From an optimization exercise on the open Yosys and OpenROAD flow, aimed at small area, a short achievable clock period and few clock cycles; shortcuts taken in it are not production practice.
At most, simulation tests tie the RTL to the original design; equivalence was not proved.

==> v39 <==
==> flow/design.v (excerpt) <==
module keccak(clk, reset, in, in_ready, is_last, byte_num, buffer_full, out, out_ready);
==> module keccak, before the edit <==
module keccak(clk, reset, in, in_ready, is_last, byte_num, buffer_full, out, out_ready);
    input              clk, reset;
    input      [31:0]  in;
    input              in_ready, is_last;
    input      [1:0]   byte_num;
    output             buffer_full;
    output     [511:0] out;
    output reg         out_ready;
    reg       [1599:0] st;      
    reg        [4:0]   wc;      
    reg        [4:0]   rnd;     
    reg                perm;    
    reg                fin;     
    reg                bf;      
    wire               accept = in_ready & ~bf;
    wire               blk_end = accept & (is_last | (wc == 5'd17));
    wire               last_rnd = perm & (rnd == 5'd23);
    wire               perm_n = blk_end | (perm & ~last_rnd);
    wire               fin_n = fin | (accept & is_last);
    wire       [31:0]  padded, word, w;
    wire       [63:0]  rc;
    wire     [1599:0]  round_out, absorbed, st_next;
    wire       [63:0]  p, h;    
    assign buffer_full = bf;
    padder1 padder1_ (in, byte_num, padded);
    assign word = is_last ? padded : in;
    assign w = {word[7:0], word[15:8], word[23:16], word[31:24]};
    rconst rconst_ (rnd, rc);
    round  round_  (st, rc, round_out);
    always @ (posedge clk)
      if (reset) begin
        wc <= 0; rnd <= 0; perm <= 0; fin <= 0; bf <= 0; out_ready <= 0;
      end else begin
        if (accept)
          wc <= blk_end ? 5'd0 : wc + 5'd1;
        perm <= perm_n;
        fin <= fin_n;
        bf <= perm_n | fin_n;
        if (perm)
          rnd <= last_rnd ? 5'd0 : rnd + 5'd1;
        if (last_rnd & fin)
          out_ready <= 1;
      end
    genvar j, k;
    generate
      for (j = 0; j < 18; j = j + 1) begin : ABS
        wire e = accept & (wc == j);
        for (k = 0; k < 32; k = k + 1) begin : B
          if (j == 17 && k == 31)
            assign absorbed[32*j + k] = st[32*j + k] ^ (w[k] & e) ^ (accept & is_last);
          else
            kab ab (st[32*j + k], w[k], e, absorbed[32*j + k]);
        end
      end
    endgenerate
    assign absorbed[1599:576] = st[1599:576];
    generate
      for (j = 0; j < 64; j = j + 1) begin : CT
        kctl ct (perm, reset, p[j], h[j]);
      end
      for (j = 0; j < 1600; j = j + 1) begin : NX
        knx nx (p[j % 64], round_out[j], h[j % 64], absorbed[j], st_next[j]);
      end
    endgenerate
    always @ (posedge clk)
      st <= st_next;
    generate
      for (j = 0; j < 64; j = j + 1) begin : OUT
        assign out[511-8*j -: 8] = st[8*j +: 8];
      end
    endgenerate
endmodule
==> module kctl, before the edit <==
module kctl(perm, reset, p, h);
    input perm, reset;
    output p, h;
    assign p = perm & ~reset;
    assign h = ~perm & ~reset;
endmodule
==> module round, before the edit <==
module round(in, rc, out);
    input  [1599:0] in;
    input  [63:0]   rc;      
    output [1599:0] out;
    wire   [63:0]   c01[0:4], c23[0:4], c4[0:4], c[0:4], d[0:4];
    wire   [63:0]   b[0:24];
    wire [1599:0]   t;
    wire   [63:0]   b0;      
    genvar x, y, z;
    function integer rho;
        input integer k;
        case (k)
          0: rho = 0;   1: rho = 1;   2: rho = 62;  3: rho = 28;  4: rho = 27;
          5: rho = 36;  6: rho = 44;  7: rho = 6;   8: rho = 55;  9: rho = 20;
          10: rho = 3;  11: rho = 10; 12: rho = 43; 13: rho = 25; 14: rho = 39;
          15: rho = 41; 16: rho = 45; 17: rho = 15; 18: rho = 21; 19: rho = 8;
          20: rho = 18; 21: rho = 2;  22: rho = 61; 23: rho = 56; default: rho = 14;
        endcase
    endfunction
    generate
      for (x = 0; x < 5; x = x + 1) begin : TC
        for (z = 0; z < 64; z = z + 1) begin : Z
          kx2 x01 (in[64*x + z],      in[64*(x+5) + z],  c01[x][z]);
          kx2 x23 (in[64*(x+10) + z], in[64*(x+15) + z], c23[x][z]);
          kx2 x03 (c01[x][z], c23[x][z], c4[x][z]);
          kx2 x04 (c4[x][z], in[64*(x+20) + z], c[x][z]);
        end
      end
      for (x = 0; x < 5; x = x + 1) begin : TD
        for (z = 0; z < 64; z = z + 1) begin : Z
          kx2 xd (c[(x+4)%5][z], c[(x+1)%5][(z+63)%64], d[x][z]);
        end
      end
      for (y = 0; y < 5; y = y + 1) begin : RY
        for (x = 0; x < 5; x = x + 1) begin : RX
          for (z = 0; z < 64; z = z + 1) begin : Z
            kx2 xt (in[64*(x+5*y) + z], d[x][z], t[64*(x+5*y) + z]);
          end
          assign b[y + 5*((2*x+3*y)%5)] = {t[64*(x+5*y) +: 64], t[64*(x+5*y) +: 64]} >> (64 - rho(x+5*y));
        end
      end
      for (z = 0; z < 64; z = z + 1) begin : IO
        if (z == 0 || z == 1 || z == 3 || z == 7 || z == 15 || z == 31 || z == 63) begin : K
          wire ar;
          kx2 xa (in[z], rc[z], ar);
          kx2 xb (ar, d[0][z], b0[z]);
        end else begin : N
          assign b0[z] = b[0][z];
        end
      end
      for (y = 0; y < 5; y = y + 1) begin : CY
        for (x = 0; x < 5; x = x + 1) begin : CX
          for (z = 0; z < 64; z = z + 1) begin : Z
            kchi ch ((x == 0 && y == 0) ? b0[z] : b[x+5*y][z], b[(x+1)%5+5*y][z], b[(x+2)%5+5*y][z], out[64*(x+5*y) + z]);
          end
        end
      end
    endgenerate
endmodule
Settings: LEC_CHECK=0, CAP_MARGIN=30, CORE_MARGIN=2, CORE_UTILIZATION=40, GPL_ROUTABILITY_DRIVEN=1, GPL_TIMING_DRIVEN=1, PLACE_DENSITY=0.5, SETUP_SLACK_MARGIN=2.5, SLEW_MARGIN=30, SYNTH_HIERARCHICAL=1; clock period 5.5 ns.
run.sh (not shown) runs the stock make flow with config.mk's settings and CLKGATE_MAP_FILE= SYNTH_SCRIPT=/design/flow/synth_recipe.tcl, a recipe that flattens the netlist after the stock synthesis.
==> inputs of v7, as changes to v39 <==
--- a/flow/design.v
+++ b/flow/design.v
@@ -13,13 +13,10 @@
     reg                fin;     
-    reg                bf;      
-    wire               accept = in_ready & ~bf;
+    wire               accept = in_ready & ~buffer_full;
     wire               blk_end = accept & (is_last | (wc == 5'd17));
-    wire               last_rnd = perm & (rnd == 5'd23);
-    wire               perm_n = blk_end | (perm & ~last_rnd);
-    wire               fin_n = fin | (accept & is_last);
     wire       [31:0]  padded, word, w;
     wire       [63:0]  rc;
-    wire     [1599:0]  round_out, absorbed, st_next;
-    wire       [63:0]  p, h;    
-    assign buffer_full = bf;
+    wire     [1599:0]  chi_out, round_out, absorbed, st_next;
+    wire               p = perm & ~reset;      
+    wire               h = ~perm & ~reset;     
+    assign buffer_full = perm | fin;
     padder1 padder1_ (in, byte_num, padded);
@@ -28,6 +25,7 @@
     rconst rconst_ (rnd, rc);
-    round  round_  (st, rc, round_out);
+    round  round_  (st, chi_out);
+    assign round_out = {chi_out[1599:64], chi_out[63:0] ^ rc};
     always @ (posedge clk)
       if (reset) begin
-        wc <= 0; rnd <= 0; perm <= 0; fin <= 0; bf <= 0; out_ready <= 0;
+        wc <= 0; rnd <= 0; perm <= 0; fin <= 0; out_ready <= 0;
       end else begin
@@ -35,9 +33,13 @@
           wc <= blk_end ? 5'd0 : wc + 5'd1;
-        perm <= perm_n;
-        fin <= fin_n;
-        bf <= perm_n | fin_n;
-        if (perm)
-          rnd <= last_rnd ? 5'd0 : rnd + 5'd1;
-        if (last_rnd & fin)
-          out_ready <= 1;
+        if (blk_end)
+          perm <= 1;
+        if (accept & is_last)
+          fin <= 1;
+        if (perm) begin
+          rnd <= (rnd == 5'd23) ? 5'd0 : rnd + 5'd1;
+          if (rnd == 5'd23) begin
+            perm <= 0;
+            if (fin) out_ready <= 1;
+          end
+        end
       end
@@ -57,7 +59,4 @@
     generate
-      for (j = 0; j < 64; j = j + 1) begin : CT
-        kctl ct (perm, reset, p[j], h[j]);
-      end
       for (j = 0; j < 1600; j = j + 1) begin : NX
-        knx nx (p[j % 64], round_out[j], h[j % 64], absorbed[j], st_next[j]);
+        knx nx (p, round_out[j], h, absorbed[j], st_next[j]);
       end
@@ -93,8 +92,2 @@
     assign y = s ^ (w & e);
-endmodule
-module kctl(perm, reset, p, h);
-    input perm, reset;
-    output p, h;
-    assign p = perm & ~reset;
-    assign h = ~perm & ~reset;
 endmodule
@@ -154,5 +147,4 @@
 endmodule
-module round(in, rc, out);
+module round(in, out);
     input  [1599:0] in;
-    input  [63:0]   rc;      
     output [1599:0] out;
@@ -161,3 +153,2 @@
     wire [1599:0]   t;
-    wire   [63:0]   b0;      
     genvar x, y, z;
@@ -195,11 +186,2 @@
       end
-      for (z = 0; z < 64; z = z + 1) begin : IO
-        if (z == 0 || z == 1 || z == 3 || z == 7 || z == 15 || z == 31 || z == 63) begin : K
-          wire ar;
-          kx2 xa (in[z], rc[z], ar);
-          kx2 xb (ar, d[0][z], b0[z]);
-        end else begin : N
-          assign b0[z] = b[0][z];
-        end
-      end
       for (y = 0; y < 5; y = y + 1) begin : CY
@@ -207,3 +189,3 @@
           for (z = 0; z < 64; z = z + 1) begin : Z
-            kchi ch ((x == 0 && y == 0) ? b0[z] : b[x+5*y][z], b[(x+1)%5+5*y][z], b[(x+2)%5+5*y][z], out[64*(x+5*y) + z]);
+            kchi ch (b[x+5*y][z], b[(x+1)%5+5*y][z], b[(x+2)%5+5*y][z], out[64*(x+5*y) + z]);
           end
CORE_UTILIZATION = 45   (was 40)
PLACE_DENSITY = 0.55   (was 0.5)
==> flow_results.org <==
** Outcome
- The flow ran to the end and the layout has no timing, DRC or antenna violations.

** Critical path
- Cells traversed along the worst timing path :: xor2_1 > xor2_1 > xor2_4 > buf_12 > xor2_4 > buf_12 > xor2_2 > nand2b_1 > xnor2_1 > a22o_1
- For flop-to-flop paths, the worst setup slack is around 2300 ps.

** Logic synthesis
- The cell area that synthesis handed to floorplanning was about 0.11 mm2.
- Mapped Avg Cell Area :: 9.64 um2

** Cells and area
- Number of combinational gates with multiple inputs :: 9494
- Summing all flip-flop and latch instances after layout gives about 0.034 mm2.
- Once layout is done, the placed cells without fillers occupy approximately 0.17 mm2.
- Sequential cells make up between 10% and 20% of the cell area.

** Global routing
- Number of global-route vias before repair :: about 97000
- For this run, global-route usage on met2 was measured as between 70 and 80%.

** STA
- FMAX :: 0.316 GHz
- Worst-case setup margin in the final layout :: roughly 2300 ps

** Place
- At the end of routability-driven placement, the weighted congestion stood at about 1.2.

** Route
- The routed layout has 106157 vias.
- Via density per instance :: 6.11

** Clock network
- Setup Buffers After CTS :: 685
- Counting the buffers created by CTS gives around 210.
That was v39.
==> flow_results.org <==
** Outcome
- The flow ran to the end and the layout has no timing, DRC or antenna violations.

** Place
- Placer Congestion :: approximately 1.2

** STA
- Worst-case setup margin in the final layout :: 2230 ps
- Static timing analysis puts the maximum clock frequency at about 0.31 GHz.

** Route
- Via density per instance :: 6.47
- Via count :: between 100k and 150k

** Critical path
- Worst-case register-to-register setup slack :: ~2200 ps

** Logic synthesis
- Mapped Avg Cell Area :: between 9 and 10 um2
- Combined area of all synthesized cells :: between 0.1 and 0.15 mm2

** Cells and area
- In the final layout, flip-flops and latches take up slightly below 20% of the cell area.
- Number of combinational gates with multiple inputs :: ~9500

** Clock network
- The number of clock buffers added by TritonCTS is just under 200.
- After clock tree synthesis, the setup repair step added 733 buffers.

** Global routing
- Number of global-route vias before repair :: around 100k
- Met2 layer usage reported by global route :: a little under 80%
That was v7.
Testbench counts of v7, summed over its fixed seeds: cycles 7,568.
Function not checked in v39: the RTL went through the layout flow alone.


==> job 8785: inputs <==
==> flow/design.v <==
module keccak(clk, reset, in, in_ready, is_last, byte_num, buffer_full, out, out_ready);
    input              clk, reset;
    input      [31:0]  in;
    input              in_ready, is_last;
    input      [1:0]   byte_num;
    output             buffer_full;
    output     [511:0] out;
    output reg         out_ready;
    reg       [1599:0] st;      
    reg        [4:0]   wc;      
    reg        [4:0]   rnd;     
    reg                perm;    
    reg                fin;     
    wire               accept = in_ready & ~buffer_full;
    wire               blk_end = accept & (is_last | (wc == 5'd17));
    wire       [31:0]  padded, word, w;
    wire       [63:0]  rc;
    wire     [1599:0]  chi_out, round_out, absorbed, st_next;
    wire               p = perm & ~reset;      
    wire               h = ~perm & ~reset;     
    assign buffer_full = perm | fin;
    padder1 padder1_ (in, byte_num, padded);
    assign word = is_last ? padded : in;
    assign w = {word[7:0], word[15:8], word[23:16], word[31:24]};
    rconst rconst_ (rnd, rc);
    round  round_  (st, chi_out);
    assign round_out = {chi_out[1599:64], chi_out[63:0] ^ rc};
    always @ (posedge clk)
      if (reset) begin
        wc <= 0; rnd <= 0; perm <= 0; fin <= 0; out_ready <= 0;
      end else begin
        if (accept)
          wc <= blk_end ? 5'd0 : wc + 5'd1;
        if (blk_end)
          perm <= 1;
        if (accept & is_last)
          fin <= 1;
        if (perm) begin
          rnd <= (rnd == 5'd23) ? 5'd0 : rnd + 5'd1;
          if (rnd == 5'd23) begin
            perm <= 0;
            if (fin) out_ready <= 1;
          end
        end
      end
    genvar j, k;
    generate
      for (j = 0; j < 18; j = j + 1) begin : ABS
        wire e = accept & (wc == j);
        for (k = 0; k < 32; k = k + 1) begin : B
          if (j == 17 && k == 31)
            assign absorbed[32*j + k] = st[32*j + k] ^ (w[k] & e) ^ (accept & is_last);
          else
            kab ab (st[32*j + k], w[k], e, absorbed[32*j + k]);
        end
      end
    endgenerate
    assign absorbed[1599:576] = st[1599:576];
    generate
      for (j = 0; j < 1600; j = j + 1) begin : NX
        knx nx (p, round_out[j], h, absorbed[j], st_next[j]);
      end
    endgenerate
    always @ (posedge clk)
      st <= st_next;
    generate
      for (j = 0; j < 64; j = j + 1) begin : OUT
        assign out[511-8*j -: 8] = st[8*j +: 8];
      end
    endgenerate
endmodule
module padder1(in, byte_num, out);
    input      [31:0] in;
    input      [1:0]  byte_num;
    output reg [31:0] out;
    always @ (*)
      case (byte_num)
        2'd0: out = 32'h06000000;
        2'd1: out = {in[31:24], 24'h060000};
        2'd2: out = {in[31:16], 16'h0600};
        default: out = {in[31:8], 8'h06};
      endcase
endmodule
module knx(p, r, h, s, y);
    input p, r, h, s;
    output y;
    assign y = (p & r) | (h & s);
endmodule
module kab(s, w, e, y);
    input s, w, e;
    output y;
    assign y = s ^ (w & e);
endmodule
module rconst(r, rc);
    input      [4:0]  r;
    output reg [63:0] rc;
    always @ (*)
      case (r)
        5'd0:    rc = 64'h0000000000000001;
        5'd1:    rc = 64'h0000000000008082;
        5'd2:    rc = 64'h800000000000808A;
        5'd3:    rc = 64'h8000000080008000;
        5'd4:    rc = 64'h000000000000808B;
        5'd5:    rc = 64'h0000000080000001;
        5'd6:    rc = 64'h8000000080008081;
        5'd7:    rc = 64'h8000000000008009;
        5'd8:    rc = 64'h000000000000008A;
        5'd9:    rc = 64'h0000000000000088;
        5'd10:   rc = 64'h0000000080008009;
        5'd11:   rc = 64'h000000008000000A;
        5'd12:   rc = 64'h000000008000808B;
        5'd13:   rc = 64'h800000000000008B;
        5'd14:   rc = 64'h8000000000008089;
        5'd15:   rc = 64'h8000000000008003;
        5'd16:   rc = 64'h8000000000008002;
        5'd17:   rc = 64'h8000000000000080;
        5'd18:   rc = 64'h000000000000800A;
        5'd19:   rc = 64'h800000008000000A;
        5'd20:   rc = 64'h8000000080008081;
        5'd21:   rc = 64'h8000000000008080;
        5'd22:   rc = 64'h0000000080000001;
        5'd23:   rc = 64'h8000000080008008;
        default: rc = 64'h0;
      endcase
endmodule
module kx2(a, b, y);
    input a, b;
    output y;
    assign y = a ^ b;
endmodule
module kxn(a, b, y);
    input a, b;
    output y;
    assign y = ~(a ^ b);
endmodule
module kan(b, c, y);
    input b, c;
    output y;
    assign y = b | ~c;
endmodule
module kchi(a, b, c, y);
    input a, b, c;
    output y;
    wire t;
    kan an (b, c, t);
    kxn xo (a, t, y);
endmodule
module round(in, out);
    input  [1599:0] in;
    output [1599:0] out;
    wire   [63:0]   c01[0:4], c23[0:4], c4[0:4], c[0:4], d[0:4];
    wire   [63:0]   b[0:24];
    wire [1599:0]   t;
    genvar x, y, z;
    function integer rho;
        input integer k;
        case (k)
          0: rho = 0;   1: rho = 1;   2: rho = 62;  3: rho = 28;  4: rho = 27;
          5: rho = 36;  6: rho = 44;  7: rho = 6;   8: rho = 55;  9: rho = 20;
          10: rho = 3;  11: rho = 10; 12: rho = 43; 13: rho = 25; 14: rho = 39;
          15: rho = 41; 16: rho = 45; 17: rho = 15; 18: rho = 21; 19: rho = 8;
          20: rho = 18; 21: rho = 2;  22: rho = 61; 23: rho = 56; default: rho = 14;
        endcase
    endfunction
    generate
      for (x = 0; x < 5; x = x + 1) begin : TC
        for (z = 0; z < 64; z = z + 1) begin : Z
          kx2 x01 (in[64*x + z],      in[64*(x+5) + z],  c01[x][z]);
          kx2 x23 (in[64*(x+10) + z], in[64*(x+15) + z], c23[x][z]);
          kx2 x03 (c01[x][z], c23[x][z], c4[x][z]);
          kx2 x04 (c4[x][z], in[64*(x+20) + z], c[x][z]);
        end
      end
      for (x = 0; x < 5; x = x + 1) begin : TD
        for (z = 0; z < 64; z = z + 1) begin : Z
          kx2 xd (c[(x+4)%5][z], c[(x+1)%5][(z+63)%64], d[x][z]);
        end
      end
      for (y = 0; y < 5; y = y + 1) begin : RY
        for (x = 0; x < 5; x = x + 1) begin : RX
          for (z = 0; z < 64; z = z + 1) begin : Z
            kx2 xt (in[64*(x+5*y) + z], d[x][z], t[64*(x+5*y) + z]);
          end
          assign b[y + 5*((2*x+3*y)%5)] = {t[64*(x+5*y) +: 64], t[64*(x+5*y) +: 64]} >> (64 - rho(x+5*y));
        end
      end
      for (y = 0; y < 5; y = y + 1) begin : CY
        for (x = 0; x < 5; x = x + 1) begin : CX
          for (z = 0; z < 64; z = z + 1) begin : Z
            kchi ch (b[x+5*y][z], b[(x+1)%5+5*y][z], b[(x+2)%5+5*y][z], out[64*(x+5*y) + z]);
          end
        end
      end
    endgenerate
endmodule
==> flow/run.sh <==
#!/bin/bash
# synth_recipe.tcl (not shown) runs the flow's synth.tcl, then flattens the netlist and writes it again
# the make line also repeats each setting of config.mk as NAME=value (left out here)
make -C /OpenROAD-flow-scripts/flow DESIGN_CONFIG=/design/flow/config.mk WORK_HOME=/design/flow/orfs CLKGATE_MAP_FILE= SYNTH_SCRIPT=/design/flow/synth_recipe.tcl finish
==> flow/config.mk <==
export PLATFORM = sky130hd
export DESIGN_NAME = keccak
export DESIGN_NICKNAME = keccak
export VERILOG_FILES = /design/flow/design.v
export SDC_FILE = /design/flow/constraint.sdc
export NUM_CORES = 8
export LEC_CHECK = 0
export CAP_MARGIN = 20
export CORE_MARGIN = 2
export CORE_UTILIZATION = 25
export GPL_ROUTABILITY_DRIVEN = 1
export PLACE_DENSITY = 0.35
export SLEW_MARGIN = 20
export SYNTH_HIERARCHICAL = 1
==> flow/constraint.sdc <==
create_clock -name core_clock -period 5.5 [get_ports {clk}]
set_input_delay 1.1000 -clock core_clock [delete_from_list [all_inputs] [get_ports {clk}]]
set_output_delay 1.1000 -clock core_clock [all_outputs]
set_load 0.01 [all_outputs]
==> job 8000 (differences from job 8785) <==
--- a/flow/design.v
+++ b/flow/design.v
@@ -13,19 +13,22 @@
     reg                fin;     
-    wire               accept = in_ready & ~buffer_full;
+    reg                bf;      
+    wire               accept = in_ready & ~bf;
     wire               blk_end = accept & (is_last | (wc == 5'd17));
-    wire       [31:0]  padded, word, w;
+    wire               last_rnd = perm & (rnd == 5'd23);
+    wire               spec = accept & is_last & (byte_num == 2'd0);
+    wire               perm_n = blk_end | (perm & ~last_rnd);
+    wire               go = perm | spec;    
+    wire               fin_n = fin | (accept & is_last);
+    wire       [31:0]  word, w;
     wire       [63:0]  rc;
-    wire     [1599:0]  chi_out, round_out, absorbed, st_next;
-    wire               p = perm & ~reset;      
-    wire               h = ~perm & ~reset;     
-    assign buffer_full = perm | fin;
-    padder1 padder1_ (in, byte_num, padded);
-    assign word = is_last ? padded : in;
+    wire     [1599:0]  round_out, absorbed, st_next, pf;
+    wire       [63:0]  p, h;    
+    assign buffer_full = bf;
+    padder1 padder1_ (in, is_last, byte_num, word);
     assign w = {word[7:0], word[15:8], word[23:16], word[31:24]};
     rconst rconst_ (rnd, rc);
-    round  round_  (st, chi_out);
-    assign round_out = {chi_out[1599:64], chi_out[63:0] ^ rc};
+    round  round_  (st, pf, rc, round_out);
     always @ (posedge clk)
       if (reset) begin
-        wc <= 0; rnd <= 0; perm <= 0; fin <= 0; out_ready <= 0;
+        wc <= 0; rnd <= 0; perm <= 0; fin <= 0; bf <= 0; out_ready <= 0;
       end else begin
@@ -33,13 +36,11 @@
           wc <= blk_end ? 5'd0 : wc + 5'd1;
-        if (blk_end)
-          perm <= 1;
-        if (accept & is_last)
-          fin <= 1;
-        if (perm) begin
-          rnd <= (rnd == 5'd23) ? 5'd0 : rnd + 5'd1;
-          if (rnd == 5'd23) begin
-            perm <= 0;
-            if (fin) out_ready <= 1;
-          end
-        end
+        perm <= perm_n;
+        fin <= fin_n;
+        bf <= perm_n | fin_n;
+        if (perm)
+          rnd <= last_rnd ? 5'd0 : rnd + 5'd1;
+        else if (spec)
+          rnd <= 5'd1;
+        if (last_rnd & fin)
+          out_ready <= 1;
       end
@@ -59,4 +60,17 @@
     generate
+      for (j = 0; j < 1600; j = j + 1) begin : PF
+        if (j < 576 && (j % 32 == 1 || j % 32 == 2))
+          assign pf[j] = spec & (wc == j / 32);
+        else if (j == 575)
+          assign pf[j] = spec;
+        else
+          assign pf[j] = 1'b0;
+      end
+    endgenerate
+    generate
+      for (j = 0; j < 64; j = j + 1) begin : CT
+        kctl ct (go, reset, p[j], h[j]);
+      end
       for (j = 0; j < 1600; j = j + 1) begin : NX
-        knx nx (p, round_out[j], h, absorbed[j], st_next[j]);
+        knx nx (p[j % 64], round_out[j], h[j % 64], absorbed[j], st_next[j]);
       end
@@ -71,13 +85,15 @@
 endmodule
-module padder1(in, byte_num, out);
+module padder1(in, is_last, byte_num, out);
     input      [31:0] in;
+    input             is_last;
     input      [1:0]  byte_num;
-    output reg [31:0] out;
-    always @ (*)
-      case (byte_num)
-        2'd0: out = 32'h06000000;
-        2'd1: out = {in[31:24], 24'h060000};
-        2'd2: out = {in[31:16], 16'h0600};
-        default: out = {in[31:8], 8'h06};
-      endcase
+    output     [31:0] out;
+    genvar b;
+    generate
+      for (b = 0; b < 4; b = b + 1) begin : B
+        wire keep = ~is_last | (byte_num > b);
+        wire pad  = is_last & (byte_num == b);
+        assign out[31-8*b -: 8] = (in[31-8*b -: 8] & {8{keep}}) | (8'h06 & {8{pad}});
+      end
+    endgenerate
 endmodule
@@ -92,2 +108,8 @@
     assign y = s ^ (w & e);
+endmodule
+module kctl(perm, reset, p, h);
+    input perm, reset;
+    output p, h;
+    assign p = perm & ~reset;
+    assign h = ~perm & ~reset;
 endmodule
@@ -147,4 +169,6 @@
 endmodule
-module round(in, out);
+module round(in, pf, rc, out);
     input  [1599:0] in;
+    input  [1599:0] pf;     
+    input  [63:0]   rc;      
     output [1599:0] out;
@@ -153,2 +177,6 @@
     wire [1599:0]   t;
+    wire   [63:0]   b0;      
+    wire   [63:0]   fc[0:4], fd[0:4];   
+    wire [1599:0]   g;       
+    wire [1599:0]   ae;      
     genvar x, y, z;
@@ -164,3 +192,36 @@
     endfunction
-    generate
+    function canflip;
+        input integer lane, z;
+        canflip = (lane <= 8 && (z == 1 || z == 2 || z == 33 || z == 34)) || (lane == 8 && z == 63);
+    endfunction
+    function colflip;
+        input integer x, z;
+        colflip = canflip(x, z) || canflip(x+5, z) || canflip(x+10, z) || canflip(x+15, z) || canflip(x+20, z);
+    endfunction
+    function gflip;
+        input integer x, y, z;
+        gflip = canflip(x+5*y, z) || colflip((x+4)%5, z) || colflip((x+1)%5, (z+63)%64);
+    endfunction
+    generate
+      for (x = 0; x < 5; x = x + 1) begin : FC
+        for (z = 0; z < 64; z = z + 1) begin : Z
+          if (colflip(x, z))
+            assign fc[x][z] = pf[64*x + z] ^ pf[64*(x+5) + z] ^ pf[64*(x+10) + z]
+                            ^ pf[64*(x+15) + z] ^ pf[64*(x+20) + z];
+          else
+            assign fc[x][z] = 1'b0;
+          assign fd[x][z] = fc[(x+4)%5][z] ^ fc[(x+1)%5][(z+63)%64];
+        end
+      end
+      for (y = 0; y < 5; y = y + 1) begin : GY
+        for (x = 0; x < 5; x = x + 1) begin : GX
+          for (z = 0; z < 64; z = z + 1) begin : Z
+            assign g[64*(x+5*y) + z] = pf[64*(x+5*y) + z] ^ fd[x][z];
+            if (gflip(x, y, z))
+              kx2 xg (in[64*(x+5*y) + z], g[64*(x+5*y) + z], ae[64*(x+5*y) + z]);
+            else
+              assign ae[64*(x+5*y) + z] = in[64*(x+5*y) + z];
+          end
+        end
+      end
       for (x = 0; x < 5; x = x + 1) begin : TC
@@ -181,5 +242,17 @@
           for (z = 0; z < 64; z = z + 1) begin : Z
-            kx2 xt (in[64*(x+5*y) + z], d[x][z], t[64*(x+5*y) + z]);
+            kx2 xt (ae[64*(x+5*y) + z], d[x][z], t[64*(x+5*y) + z]);
           end
           assign b[y + 5*((2*x+3*y)%5)] = {t[64*(x+5*y) +: 64], t[64*(x+5*y) +: 64]} >> (64 - rho(x+5*y));
+        end
+      end
+      for (z = 0; z < 64; z = z + 1) begin : IO
+        if (z == 0 || z == 1 || z == 3 || z == 7 || z == 15 || z == 31 || z == 63) begin : K
+          wire ar;
+          if (gflip(0, 0, z))
+            kx2 xa (in[z], g[z] ^ rc[z], ar);
+          else
+            kx2 xa (in[z], rc[z], ar);
+          kx2 xb (ar, d[0][z], b0[z]);
+        end else begin : N
+          assign b0[z] = b[0][z];
         end
@@ -189,3 +262,3 @@
           for (z = 0; z < 64; z = z + 1) begin : Z
-            kchi ch (b[x+5*y][z], b[(x+1)%5+5*y][z], b[(x+2)%5+5*y][z], out[64*(x+5*y) + z]);
+            kchi ch ((x == 0 && y == 0) ? b0[z] : b[x+5*y][z], b[(x+1)%5+5*y][z], b[(x+2)%5+5*y][z], out[64*(x+5*y) + z]);
           end
==> flow/flow/run.sh (new file) <==
#!/bin/bash
# The standard ORFS flow (the standard.sh), with plain buffers instead of
# delay cells on the ports. The make output goes to flow.log; each ORFS step
# keeps its own log under orfs/logs.
set -euo pipefail
export BUFFER_PORTS_ARGS="-buffer_cell sky130_fd_sc_hd__buf_2"
bash standard.sh > flow.log 2>&1
==> flow/standard.sh (new file) <==
#!/bin/bash
# synth_recipe.tcl (not shown) runs the flow's synth.tcl, then flattens the netlist and writes it again
# the make line also repeats each setting of config.mk as NAME=value (left out here)
make -C /OpenROAD-flow-scripts/flow DESIGN_CONFIG=/design/flow/config.mk WORK_HOME=/design/flow/orfs CLKGATE_MAP_FILE= SYNTH_SCRIPT=/design/flow/synth_recipe.tcl "${@:-finish}"
Settings changed: CAP_MARGIN 20 to 30, CORE_UTILIZATION 25 to 40, GPL_TIMING_DRIVEN set to 1, PLACE_DENSITY 0.35 to 0.5, SETUP_SLACK_MARGIN set to 2.5, SLEW_MARGIN 20 to 30.
removed: flow/run.sh
==> job 2554 (differences from job 8785) <==
Settings changed: CORE_UTILIZATION 25 to 50, GPL_TIMING_DRIVEN set to 1, PLACE_DENSITY 0.35 to 0.6, SETUP_SLACK_MARGIN set to 1.5.
==> job 1384 (differences from job 8785) <==
Settings changed: CAP_MARGIN 20 to 30, CORE_UTILIZATION 25 to 40, CTS_BUF_LIST set to sky130_fd_sc_hd__clkbuf_4 sky130_fd_sc_hd__clkbuf_8, GPL_TIMING_DRIVEN set to 1, PLACE_DENSITY 0.35 to 0.5, SETUP_SLACK_MARGIN set to 2.0, SLEW_MARGIN 20 to 30.
==> notes.md <==
Fraction of final layout cells with drive strength greater than 1: job 8000 0.387; job 8785 0.141; job 2554 0.0931; job 1384 0.182
Result of the run: job 8000 no timing/DRC/antenna violations; job 8785 no timing/DRC/antenna violations; job 2554 complete, but fails checks; job 1384 no timing/DRC/antenna violations
Reasons for failing layout checks: job 8000 -; job 8785 -; job 2554 max-capacitance violations, max-slew violations; job 1384 -
Number of max-capacitance violations reported: job 8000 0; job 8785 0; job 2554 4; job 1384 0
Post-Synth XOR/XNOR Area: job 8000 -; job 8785 0.426; job 2554 0.426; job 1384 0.426
Via-per-instance ratio: job 8000 6.05; job 8785 5.18; job 2554 6.74; job 1384 6.05
Worst path slowest cell: job 8000 sky130_fd_sc_hd__or3_4; job 8785 sky130_fd_sc_hd__xor2_1; job 2554 sky130_fd_sc_hd__xor2_1; job 1384 sky130_fd_sc_hd__xnor2_1
Total routing resource utilization after global routing: job 8000 0.573; job 8785 0.404; job 2554 0.622; job 1384 0.533
Clk cell area share: job 8000 0.0392; job 8785 0.0555; job 2554 0.0492; job 1384 0.0512
Number of standard cells in the final layout excluding fillers: job 8000 18600; job 8785 19100; job 2554 15600; job 1384 16600
Mux contribution to synthesized area: job 8000 -; job 8785 0.00402; job 2554 0.00402; job 1384 0.00402
Iteration-0 DRC count of the detailed router: job 8000 16600; job 8785 13200; job 2554 18900; job 1384 15900
FFs w/ async S/R, synth: job 8000 -; job 8785 0; job 2554 0; job 1384 0
Number of well taps: job 8000 3900; job 8785 5928; job 2554 2975; job 1384 3724
Headroom to the max-slew limit: job 8000 0.0767; job 8785 0.0647; job 2554 -0.0569; job 1384 0.134
Critical path startpoint: job 8000 wc[1]$_SDFFE_PP0P_; job 8785 st[1263]$_DFF_P_; job 2554 st[269]$_DFF_P_; job 1384 st[257]$_DFF_P_
YS warnings: job 8000 9; job 8785 10; job 2554 10; job 1384 10
Testbench counts of job 8785, summed over its fixed seeds: cycles 7,568.
Testbench counts of job 2554, summed over its fixed seeds: cycles 7,568.
Testbench counts of job 1384, summed over its fixed seeds: cycles 7,568.
Only the layout flow was run in job 8000; the RTL was not checked for function there.

==> separate check: timing with driven ports <==
No port has a modelled driver above. Below, the same layouts with a new extraction and two added sets of constraints.
Step 1 assumes that a clkbuf_16 drives the clock port and a buf_2 every other input.
Step 2 moves the port delays by t, midway between the first and last clock arrival at a register: inputs arrive t later, outputs are due t later. That takes back most of the time a late clock gives input paths.
Slacks: ideal / step 1 / step 2; pairs: ideal / step 1.
run | shift t [ns] | setup WS [ns] | worst hold slack (ns) | worst setup path at the end | cell pins on the clock port's net
v39 | 1.057 | 2.339 / 2.339 / 1.402 | 0.486 / 0.486 / 0.486 | input to register | 1
v7 | 1.036 | 2.228 / 2.228 / 1.539 | 0.492 / 0.492 / 0.492 | input to register | 1
job 8785 | 1.117 | 0.781 / 0.781 / 0.781 | 0.467 / 0.467 / 0.467 | register to register | 1
job 8000 | 1.070 | 1.604 / 1.604 / 0.635 | 0.511 / 0.496 / 0.511 | input to register | 1
job 2554 | 1.002 | 1.021 / 1.021 / 0.426 | 0.470 / 0.470 / 0.470 | input to register | 1
job 1384 | 1.238 | 1.632 / 1.632 / 1.197 | 0.464 / 0.464 / 0.464 | input to register | 1
For job 8000, which loses most, drivers alone change the setup slack by 0.000 ns; drivers and shift together by -0.969 ns.
